This is an optimization exercise on Yosys and OpenROAD, whose aim is small area, a short achievable clock period and few clock cycles, not a production implementation.
Where RTL was checked, it was by simulation tests only, not by an equivalence proof against the original.
Power figures rest on the tool's default switching activity, not on a simulated workload.

// conv_top
module conv_top
  #(
    parameter integer C_S00_AXIS_TDATA_WIDTH = 32
  )
  (
    input wire CLK,
    input wire RESETN,
    output wire S_AXIS_TREADY,
    input wire [C_S00_AXIS_TDATA_WIDTH-1 : 0] S_AXIS_TDATA,
    input wire [(C_S00_AXIS_TDATA_WIDTH/8)-1 : 0] S_AXIS_TKEEP,
    input wire S_AXIS_TUSER,
    input wire S_AXIS_TLAST,
    input wire S_AXIS_TVALID,
    input wire M_AXIS_TREADY,
    output wire M_AXIS_TUSER,
    output wire [C_S00_AXIS_TDATA_WIDTH-1 : 0] M_AXIS_TDATA,
    output wire [(C_S00_AXIS_TDATA_WIDTH/8)-1 : 0] M_AXIS_TKEEP,
    output wire M_AXIS_TLAST,
    output wire M_AXIS_TVALID,
    input wire [31:0] PADDR,
    input wire PSEL,
    input wire PENABLE,
    input wire PWRITE,
    input wire [31:0] PWDATA,
    output wire PSLVERR,
    output wire PREADY,
    output wire [31:0] PRDATA,
    output wire [13:0] MEM_ADDR,
    output wire [31:0] MEM_WDATA,
    output wire MEM_EN,
    output wire MEM_WE,
    input wire [31:0] MEM_RDATA
  );
  assign PREADY  = 1'b1;
  assign PSLVERR = 1'b0;
  assign M_AXIS_TUSER = 1'b0;
  assign M_AXIS_TKEEP = 4'hF;
  wire       cmd_wr;
  wire [4:0] ic, oc;
  wire       fl8;
  wire       f_done, b_done, r_done, t_done;
  wire       prdata0;
  assign PRDATA = {31'd0, prdata0};
  conv_apb u_conv_apb (
    .clk(CLK), .rstn(RESETN),
    .paddr(PADDR[15:0]), .psel(PSEL), .penable(PENABLE), .pwrite(PWRITE), .pwdata(PWDATA),
    .prdata0(prdata0),
    .f_done(f_done), .b_done(b_done), .r_done(r_done), .t_done(t_done),
  ...
==> flow/config.mk <==
export PLATFORM = sky130hd
export DESIGN_NAME = conv_top
export DESIGN_NICKNAME = conv_top
export VERILOG_FILES = /design/flow/design.v
export SDC_FILE = /design/flow/constraint.sdc
export NUM_CORES = 4
export LEC_CHECK = 0
export CAP_MARGIN = 20
export CORE_MARGIN = 2
export CORE_UTILIZATION = 40
export SETUP_SLACK_MARGIN = 5
export SLEW_MARGIN = 20
==> flow/constraint.sdc <==
create_clock -name core_clock -period 10.0 [get_ports {CLK}]
set_input_delay 2.0000 -clock core_clock [delete_from_list [all_inputs] [get_ports {CLK}]]
set_output_delay 2.0000 -clock core_clock [all_outputs]
set_load 0.01 [all_outputs]
standard.sh (not shown) runs the stock make flow with config.mk's settings and CLKGATE_MAP_FILE= SYNTH_SCRIPT=/design/flow/synth_recipe.tcl, a recipe that flattens the netlist after the stock synthesis.
==> flow/flow/run.sh <==
#!/bin/bash
# The standard layout, with ORFS's timing repair aiming further below the
# fixed 10 ns clock (the clock and constraints are unchanged).
set -euo pipefail
bash standard.sh SETUP_SLACK_MARGIN=6.5 finish > flow_make.log 2>&1
Rerun with:
==> flow/run.sh (new file) <==
#!/bin/bash
# synth_recipe.tcl (not shown) runs the flow's synth.tcl, then flattens the netlist and writes it again
# the make line also repeats each setting of config.mk as NAME=value (left out here)
make -C /OpenROAD-flow-scripts/flow DESIGN_CONFIG=/design/flow/config.mk WORK_HOME=/design/flow/orfs CLKGATE_MAP_FILE= SYNTH_SCRIPT=/design/flow/synth_recipe.tcl finish
--- a/flow/config.mk
+++ b/flow/config.mk
@@ -9,3 +9,3 @@
 export CORE_MARGIN = 2
-export CORE_UTILIZATION = 40
+export CORE_UTILIZATION = 60
 export SETUP_SLACK_MARGIN = 5
removed: flow/flow/run.sh
removed: flow/standard.sh
The new run finished clean.
Utilization grows by 20 points.
Global-route usage is higher by 11 points.
Total power goes down by 4.6%.
First-iteration DRC count rises by 29%.
Synthesized area is unchanged.
Die area decreases by 33%.
Routed wire length decreases by 2.2%.
Design area drops by 6.7%.
Maximum frequency falls by 15%.
Rerun with:
--- a/flow/config.mk
+++ b/flow/config.mk
@@ -9,3 +9,3 @@
 export CORE_MARGIN = 2
-export CORE_UTILIZATION = 60
+export CORE_UTILIZATION = 40
 export SETUP_SLACK_MARGIN = 5
Result: The changed run ran to the end with no violations. Worst setup slack gets better by 0.18 ns. Total power is higher by a few percent. Via count is lower by a few percent. Design area is higher slightly. Wire length is lower by a few percent. Count of clock-buffer cells in the layout is higher by 13. Sequential cell count stays the same. Sequential power barely changes. Non-clock buffer count is lower by 7. Clock power is higher by a few percent.
Function was not checked in any run of this note: the RTL went through the layout flow alone.

* * *

conv_top, a different RTL version from the one above (not shown whole).
Size in the first run: about 600 flip-flops, about 260 I/O pins.
==> flow/config.mk <==
export PLATFORM = sky130hd
export DESIGN_NAME = conv_top
export DESIGN_NICKNAME = conv_top
export VERILOG_FILES = /design/flow/design.v
export SDC_FILE = /design/flow/constraint.sdc
export NUM_CORES = 4
export LEC_CHECK = 0
export CAP_MARGIN = 20
export CORE_MARGIN = 2
export CORE_UTILIZATION = 40
export SETUP_SLACK_MARGIN = 5
export SLEW_MARGIN = 20
==> flow/constraint.sdc <==
create_clock -name core_clock -period 10.0 [get_ports {CLK}]
set_input_delay 2.0000 -clock core_clock [delete_from_list [all_inputs] [get_ports {CLK}]]
set_output_delay 2.0000 -clock core_clock [all_outputs]
set_load 0.01 [all_outputs]
==> flow/flow/run.sh <==
#!/bin/bash
# The standard layout, with ORFS's timing repair aiming further below the
# fixed 10 ns clock (the clock and constraints are unchanged).
set -euo pipefail
bash standard.sh SETUP_SLACK_MARGIN=6.8 finish > flow_make.log 2>&1
Testbench counts at the start, summed over its fixed seeds: cycles 10,440.
Edit:
--- a/flow/flow/run.sh
+++ b/flow/flow/run.sh
@@ -5 +5 @@
-bash standard.sh SETUP_SLACK_MARGIN=6.8 finish > flow_make.log 2>&1
+bash standard.sh SETUP_SLACK_MARGIN=6.0 finish > flow_make.log 2>&1
- The new run produced a clean layout
- worst hold slack got worse by 0.022 ns
- count of clock-buffer cells in the layout shrinks by 1
- final cell count shrinks by 2.5%
- wire length shrinks by 4.1%
- total power shrinks by 3.8%
- sequential share of layout area grows by 1.2 points
- worst setup slack got worse by 0.38 ns
- cell area shrinks by 4.8%
- sequential power stays flat

* * *

north:
Another version of the RTL of conv_top (not shown whole).
For scale: roughly 3600 cells after synthesis, ~260 I/O pins, roughly 36000 µm² of cells after synthesis.
Design conv_top, start of the top module:
module conv_top
  #(
    parameter integer C_S00_AXIS_TDATA_WIDTH = 32
  )
  (
    input wire CLK,
    input wire RESETN,
    output wire S_AXIS_TREADY,
    input wire [C_S00_AXIS_TDATA_WIDTH-1 : 0] S_AXIS_TDATA,
    input wire [(C_S00_AXIS_TDATA_WIDTH/8)-1 : 0] S_AXIS_TKEEP,
    input wire S_AXIS_TUSER,
    input wire S_AXIS_TLAST,
    input wire S_AXIS_TVALID,
    input wire M_AXIS_TREADY,
    output wire M_AXIS_TUSER,
    output wire [C_S00_AXIS_TDATA_WIDTH-1 : 0] M_AXIS_TDATA,
    output wire [(C_S00_AXIS_TDATA_WIDTH/8)-1 : 0] M_AXIS_TKEEP,
    output wire M_AXIS_TLAST,
    output wire M_AXIS_TVALID,
    input wire [31:0] PADDR,
    input wire PSEL,
    input wire PENABLE,
    input wire PWRITE,
    input wire [31:0] PWDATA,
    output wire PSLVERR,
    output wire PREADY,
    output wire [31:0] PRDATA,
    output wire [13:0] MEM_ADDR,
    output wire [31:0] MEM_WDATA,
    output wire MEM_EN,
    output wire MEM_WE,
    input wire [31:0] MEM_RDATA
  );
  assign PREADY  = 1'b1;
  assign PSLVERR = 1'b0;
  assign M_AXIS_TUSER = 1'b0;
  assign M_AXIS_TKEEP = 4'hF;
  wire       cmd_wr;
  wire [4:0] ic, oc;
  wire       fl8;
  wire       f_done, b_done, r_done, t_done;
  wire       prdata0;
  assign PRDATA = {31'd0, prdata0};
  conv_apb u_conv_apb (
    .clk(CLK), .rstn(RESETN),
    .paddr(PADDR[15:0]), .psel(PSEL), .penable(PENABLE), .pwrite(PWRITE), .pwdata(PWDATA),
    .prdata0(prdata0),
    .f_done(f_done), .b_done(b_done), .r_done(r_done), .t_done(t_done),
    .cmd_wr(cmd_wr), .ic(ic), .oc(oc), .fl8(fl8)
  );
  conv_module u_conv_module (
    .clk(CLK), .rstn(RESETN),
    .cmd_wr(cmd_wr), .cmd(PWDATA[2:0]), .ic(ic), .oc(oc), .fl8(fl8),
    .f_done(f_done), .b_done(b_done), .r_done(r_done), .t_done(t_done),
    .s_tready(S_AXIS_TREADY), .s_tdata(S_AXIS_TDATA), .s_tlast(S_AXIS_TLAST), .s_tvalid(S_AXIS_TVALID),
    .m_tdata(M_AXIS_TDATA), .m_tlast(M_AXIS_TLAST), .m_tvalid(M_AXIS_TVALID),
    .mem_addr(MEM_ADDR), .mem_wdata(MEM_WDATA), .mem_en(MEM_EN), .mem_we(MEM_WE), .mem_rdata(MEM_RDATA)
  );
endmodule
==> flow/config.mk <==
export PLATFORM = sky130hd
export DESIGN_NAME = conv_top
export DESIGN_NICKNAME = conv_top
export VERILOG_FILES = /design/flow/design.v
export SDC_FILE = /design/flow/constraint.sdc
export NUM_CORES = 4
export LEC_CHECK = 0
export CAP_MARGIN = 20
export CORE_MARGIN = 2
export CORE_UTILIZATION = 40
export SETUP_SLACK_MARGIN = 5
export SLEW_MARGIN = 20
==> flow/constraint.sdc <==
create_clock -name core_clock -period 10.0 [get_ports {CLK}]
set_input_delay 2.0000 -clock core_clock [delete_from_list [all_inputs] [get_ports {CLK}]]
set_output_delay 2.0000 -clock core_clock [all_outputs]
set_load 0.01 [all_outputs]
==> flow/flow/run.sh <==
#!/bin/bash
# The standard layout, with ORFS's timing repair aiming further below the
# fixed 10 ns clock (the clock and constraints are unchanged).
set -euo pipefail
bash standard.sh SETUP_SLACK_MARGIN=7.0 finish > flow_make.log 2>&1
north | status: complete | timing, DRC, antenna: pass
Input-level comparison between south and north:
diff --git a/flow/flow/run.sh b/flow/flow/run.sh
--- a/flow/flow/run.sh
+++ b/flow/flow/run.sh
@@ -4,2 +4,2 @@
 set -euo pipefail
-bash standard.sh SETUP_SLACK_MARGIN=7.0 finish > flow_make.log 2>&1
+bash standard.sh SETUP_SLACK_MARGIN=6.5 finish > flow_make.log 2>&1
==> comparison <==
No stage failed in south, and the final checks on the layout all came back clean.
STATUS final instance area: south wins against north
From north to south the numbers moved as follows: critical path depth shows an increase of 3; setup violation total in the final timing report shows no meaningful change.
south reports a higher HPWL reported at the end of detailed placement than north does.
No run of this note included a check of the RTL's function; only the layout flow was run.

-- what the ideal ports hide --
The results above use ideal ports. As a check the final layouts listed here were re-extracted and re-timed, cells and wires unchanged. Step 1 (the two cells are an assumption about what drives the block):
set clk [get_ports {CLK}]
set_driving_cell -lib_cell sky130_fd_sc_hd__clkbuf_16 $clk
set_driving_cell -lib_cell sky130_fd_sc_hd__buf_2 [delete_from_list [all_inputs] $clk]
Step 2 moves the port delays by t, midway between the first and last clock arrival at a register: inputs arrive t later, outputs are due t later. That takes back most of the time a late clock gives input paths. a / b / c = no drivers / after step 1 / after step 2; a / b = the first two.
run	t (ns)	slack for setup (ns)	worst hold slack (ns)	worst data-port slew with drivers (ns)	cell pins on the clock port's net
the first run of note 1	0.711	5.871 / 5.871 / 5.815	0.259 / 0.259 / 0.259	0.07	1
the second run of note 1	0.700	5.152 / 5.152 / 4.949	0.318 / 0.318 / 0.318	0.06	1
the third run of note 1	0.688	5.333 / 5.333 / 5.049	0.316 / 0.316 / 0.316	0.07	1
the first run of note 2	0.669	6.477 / 6.477 / 6.219	0.321 / 0.321 / 0.321	0.09	1
the second run of note 2	0.667	6.094 / 6.094 / 5.539	0.298 / 0.298 / 0.298	0.06	1
north	0.679	6.018 / 6.018 / 6.018	0.314 / 0.314 / 0.314	0.15	1
south	0.677	6.178 / 6.178 / 5.938	0.307 / 0.307 / 0.307	0.11	1
After both steps every run listed still meets setup and hold. The setup slack of the second run of note 2, which loses most, moves by 0.000 ns with the drivers and by -0.555 ns with both steps.
